What follows belongs to an exercise in optimizing a design on an open flow for small area, a short achievable clock period and few clock cycles per item; a production flow would make more cautious choices.
Function was checked by simulation only, so behaviour that the tests miss may differ from the original.
No activity file was given, so power comes from the tool's default toggle rates.

old:
Design divider_nr, start of the top module:
module divider_nr
  #
  (
   parameter BITS      = 16
   )
  (
   input wire                       clk,
   input wire                       reset,
   input wire                       start,
   input wire unsigned [BITS-1:0]   dividend,
   input wire unsigned [BITS-1:0]   divisor,
   output logic                     done,
   output logic unsigned [BITS-1:0] quotient,
   output logic unsigned [BITS-1:0] remainder
   );
Size: about 570 cells after synthesis, roughly 53 flip-flops, ~68 I/O pins, about 3800 sq um of cells after synthesis.
clock: 5.0 ns
lec_check: 0
abc_area: 1
cap_margin: 20
core_margin: 2
core_utilization: 60
setup_slack_margin: 1.0
slew_margin: 20
standard.sh (not shown) runs the stock make flow with config.mk's settings and CLKGATE_MAP_FILE= SYNTH_SCRIPT=/design/flow/synth_recipe.tcl, a recipe that flattens the netlist after the stock synthesis.
==> flow/flow/run.sh <==
#!/bin/bash
cp standard.sh standard_sh.txt
export BUFFER_PORTS_ARGS="-buffer_cell sky130_fd_sc_hd__buf_2"
export RECOVER_POWER=${RECOVER_POWER_PCT:-50}
bash standard.sh > standard.log 2>&1
old completed end to end; final checks failed (max-capacitance violations, max-slew violations).
Testbench counts of old, summed over its fixed seeds: cycles 5,943, items 1,600.
The inputs of new differ from those of old as listed below.
- CORE_UTILIZATION now 75, was 60
diff --git a/flow/flow/run.sh b/flow/flow/run.sh
--- a/flow/flow/run.sh
+++ b/flow/flow/run.sh
@@ -4 +3,0 @@
-export RECOVER_POWER=${RECOVER_POWER_PCT:-50}
Findings:
Comparing new against old, there is no change at all in synthesized cell count. Per the comparison of new with old, number of flip-flops and latches in the synthesized netlist neither gained nor lost much, width of the die went down 8.4 microns, number of port buffers was more or less identical, count of unique library cells instantiated by Yosys ~0 delta. The flow for old finished, though final verification flagged max-capacitance violations, max-slew violations. new failed in global routing with GRT-0232. Initial cell density of the core: new and old compared, higher one is new. For the cell area reported after detailed placement, new came in 0.60% lower than old did. old → new: placement-stage worst setup slack went down by 0.18 ns, global placement routability congestion went up by 19%.

* * *

## the baseline
The RTL this note starts from:
==> flow/design.v <==
`timescale 1ns/10ps
module leading_ones
  #
  (
   parameter SELECTOR,
   parameter BITS      = 16
   )
  (
   input wire [BITS-1:0]         SW,
   output logic [$clog2(BITS):0] LED
   );
  generate
    if (SELECTOR == "UNIQUE_CASE") begin : g_UNIQUE_CASE
      always_comb begin
        LED           = '0;  
        unique case (1'b1)
          SW[15]:  LED  = 16;
          SW[14]:  LED  = 15;
          SW[13]:  LED  = 14;
          SW[12]:  LED  = 13;
          SW[11]:  LED  = 12;
          SW[10]:  LED  = 11;
          SW[9]:   LED  = 10;
          SW[8]:   LED  = 9;
          SW[7]:   LED  = 8;
          SW[6]:   LED  = 7;
          SW[5]:   LED  = 6;
          SW[4]:   LED  = 5;
          SW[3]:   LED  = 4;
          SW[2]:   LED  = 3;
          SW[1]:   LED  = 2;
          SW[0]:   LED  = 1;
        endcase
      end  
    end else if (SELECTOR == "CASE") begin : g_CASE  
      always_comb begin
        LED           = '0;  
        case (1'b1)
          SW[15]:  LED  = 16;
          SW[14]:  LED  = 15;
          SW[13]:  LED  = 14;
          SW[12]:  LED  = 13;
          SW[11]:  LED  = 12;
          SW[10]:  LED  = 11;
          SW[9]:   LED  = 10;
          SW[8]:   LED  = 9;
          SW[7]:   LED  = 8;
          SW[6]:   LED  = 7;
          SW[5]:   LED  = 6;
          SW[4]:   LED  = 5;
          SW[3]:   LED  = 4;
          SW[2]:   LED  = 3;
          SW[1]:   LED  = 2;
          SW[0]:   LED  = 1;
          default: LED  = 0;
        endcase
      end  
    end else if (SELECTOR == "DOWN_FOR") begin : g_UP_IF
      logic found;
      always_comb begin
        LED = '0;
        found = 1'b0;
        for (int i = $high(SW); i >= $low(SW); i--) begin
          if (SW[i] && !found) begin
            LED = i + 1;
            found = 1'b1;
          end
        end
      end
    end else if (SELECTOR == "UP_FOR") begin : g_DOWN_IF
      always_comb begin
        LED = '0;
        for (int i = $low(SW); i <= $high(SW); i++) begin
          if (SW[i]) begin
            LED = i + 1;
          end
        end
      end
    end
  endgenerate
endmodule
`timescale 1ns/10ps
module divider_nr
  #
  (
   parameter BITS      = 16
   )
  (
   input wire                       clk,
   input wire                       reset,
   input wire                       start,
   input wire unsigned [BITS-1:0]   dividend,
   input wire unsigned [BITS-1:0]   divisor,
   output logic                     done,
   output logic unsigned [BITS-1:0] quotient,
   output logic unsigned [BITS-1:0] remainder
   );
  localparam BC = $clog2(BITS);
  logic [BITS:0]   t_q;        
  logic [BITS-1:0] d_q;        
  logic            q_q;        
  logic            qn_q;       
  logic            done_q;     
  logic [BITS-2:0] quo_q;      
  logic [BC-1:0]   idx_q;      
  logic            bit_q;      
  logic            busy_q;
  logic            norm_q;     
  function automatic logic [3:0] msb_pos(input logic [15:0] x);
    logic [7:0] y8;
    logic [3:0] y4;
    logic [1:0] y2;
    msb_pos[3] = |x[15:8];
    y8         = msb_pos[3] ? x[15:8] : x[7:0];
    msb_pos[2] = |y8[7:4];
    y4         = msb_pos[2] ? y8[7:4] : y8[3:0];
    msb_pos[1] = |y4[3:2];
    y2         = msb_pos[1] ? y4[3:2] : y4[1:0];
    msb_pos[0] = y2[1];
  endfunction
  logic [3:0]    pa, pb;
  logic [4:0]    pdiff;
  logic [BC-1:0] sh;
  assign pa    = msb_pos(dividend);
  assign pb    = msb_pos(divisor);
  assign pdiff = {1'b0, pa} - {1'b0, pb};
  assign sh    = pdiff[4] ? '0 : pdiff[3:0];
  logic [BITS-1:0] rn;
  assign rn = ({BITS{q_q}} & d_q) | ({BITS{qn_q}} & t_q[BITS-1:0]);
  logic [BITS:0]   x;
  logic [BITS+1:0] dx;
  always_comb begin
    if (start)
      x = {1'b0, dividend};
    else if (norm_q)
      x = {1'b0, dividend >> idx_q};
    else
      x = {rn, bit_q};
  end
  assign dx = {1'b0, x} - {2'b0, divisor};
  logic [BC-1:0] nidx;
  assign nidx = norm_q ? idx_q - 4'd1 : idx_q - 4'd2;
  assign done      = done_q;
  assign quotient  = {quo_q, q_q};
  assign remainder = rn;
  always_ff @(posedge clk) begin
    t_q   <= x;
    d_q   <= dx[BITS-1:0];
    q_q   <= ~dx[BITS+1];
    qn_q  <= dx[BITS+1];
    if (start)
      done_q <= (sh == '0);
    else
      done_q <= busy_q && !norm_q && !done_q && (idx_q == 4'd1);
    bit_q <= dividend[nidx];
    if (start) begin
      busy_q <= 1'b1;
      norm_q <= (sh != '0);
      idx_q  <= sh;
      quo_q  <= '0;
    end else if (norm_q) begin
      norm_q <= 1'b0;
    end else begin
      if (busy_q) idx_q <= idx_q - 1'b1;
      if (done) busy_q <= 1'b0;
      quo_q <= quotient[BITS-2:0];
    end
    if (reset) begin
      busy_q <= 1'b0;
      norm_q <= 1'b0;
      done_q <= 1'b0;
    end
  end
endmodule
export LEC_CHECK = 0
export ABC_AREA = 1
export CAP_MARGIN = 20
export CORE_MARGIN = 2
export CORE_UTILIZATION = 55
export SETUP_SLACK_MARGIN = 2.0
export SLEW_MARGIN = 20
create_clock -name core_clock -period 5.0 [get_ports {clk}]
==> flow/flow/run.sh <==
#!/bin/bash
cp standard.sh standard_sh.txt
export BUFFER_PORTS_ARGS="-buffer_cell sky130_fd_sc_hd__buf_2"
export ADDER_MAP_FILE=
bash standard.sh > standard.log 2>&1
The baseline completed end to end with timing, DRC and antenna clean.
Testbench counts of the baseline, summed over its fixed seeds: cycles 6,651, items 1,600.
Input changes introduced in the candidate (baseline for comparison: the baseline):
# the baseline
export LEC_CHECK = 0
export ABC_AREA = 1
export CAP_MARGIN = 20
export CORE_MARGIN = 2
export CORE_UTILIZATION = 55
export SETUP_SLACK_MARGIN = 2.0
export SLEW_MARGIN = 20
create_clock -name core_clock -period 5.0 [get_ports {clk}]
# the candidate
export LEC_CHECK = 0
export ABC_AREA = 1
export CAP_MARGIN = 20
export CORE_MARGIN = 2
export CORE_UTILIZATION = 60
export SETUP_SLACK_MARGIN = 2.0
export SLEW_MARGIN = 20
create_clock -name core_clock -period 5.0 [get_ports {clk}]
==> results.txt <==
The candidate finished end to end and its layout was clean on timing, DRC and antenna.
The candidate vs. the baseline: part of the power in registers went up by 0.7 points.
Max switching power total across the candidate and the baseline: the candidate
The candidate vs the baseline — area enclosed by the die boundary dropped by a little under 10%
~same combinational power in the candidate and the baseline
Compared with the baseline, in the candidate met2 usage in global routing now larger; worst setup slack now larger; buffers plus inverters on the worst setup path now smaller.
Compared with the baseline, the candidate shows a lower wire length of the first global-routing pass.
Delta (the candidate minus the baseline): final clock period utilization by the worst path went down, area of all placed cells without fillers went down, global-route usage went up.

## static timing again, ports no longer ideal
No port has a modelled driver above. Below, the same layouts with a new extraction and two added sets of constraints. Step 1, drivers: a clkbuf_16 drives clk and a buf_2 each remaining input, both assumed. Step 2 times the ports against the registers' clock, not the clock port: input delays grow and output delays shrink by t, the midpoint of the rising clock arrivals with the driver on. Three values: ideal, step 1, step 2; two values: the first two.
| run | shift t [ns] | setup slack, ns | worst setup path at the end | latest minus earliest clock arrival (ns) | pins driven straight from the clock port |
|---|---|---|---|---|---|
| old | 0.338 | 1.162 / 1.145 / 0.833 | input to register | 0.010 / 0.010 | 1 |
| the baseline | 0.377 | 2.168 / 2.179 / 1.802 | input to register | 0.014 / 0.014 | 1 |
| the candidate | 0.374 | 2.224 / 2.234 / 1.860 | input to register | 0.014 / 0.014 | 1 |
For the baseline, which loses most, drivers alone change the setup slack by +0.011 ns; drivers and shift together by -0.366 ns.
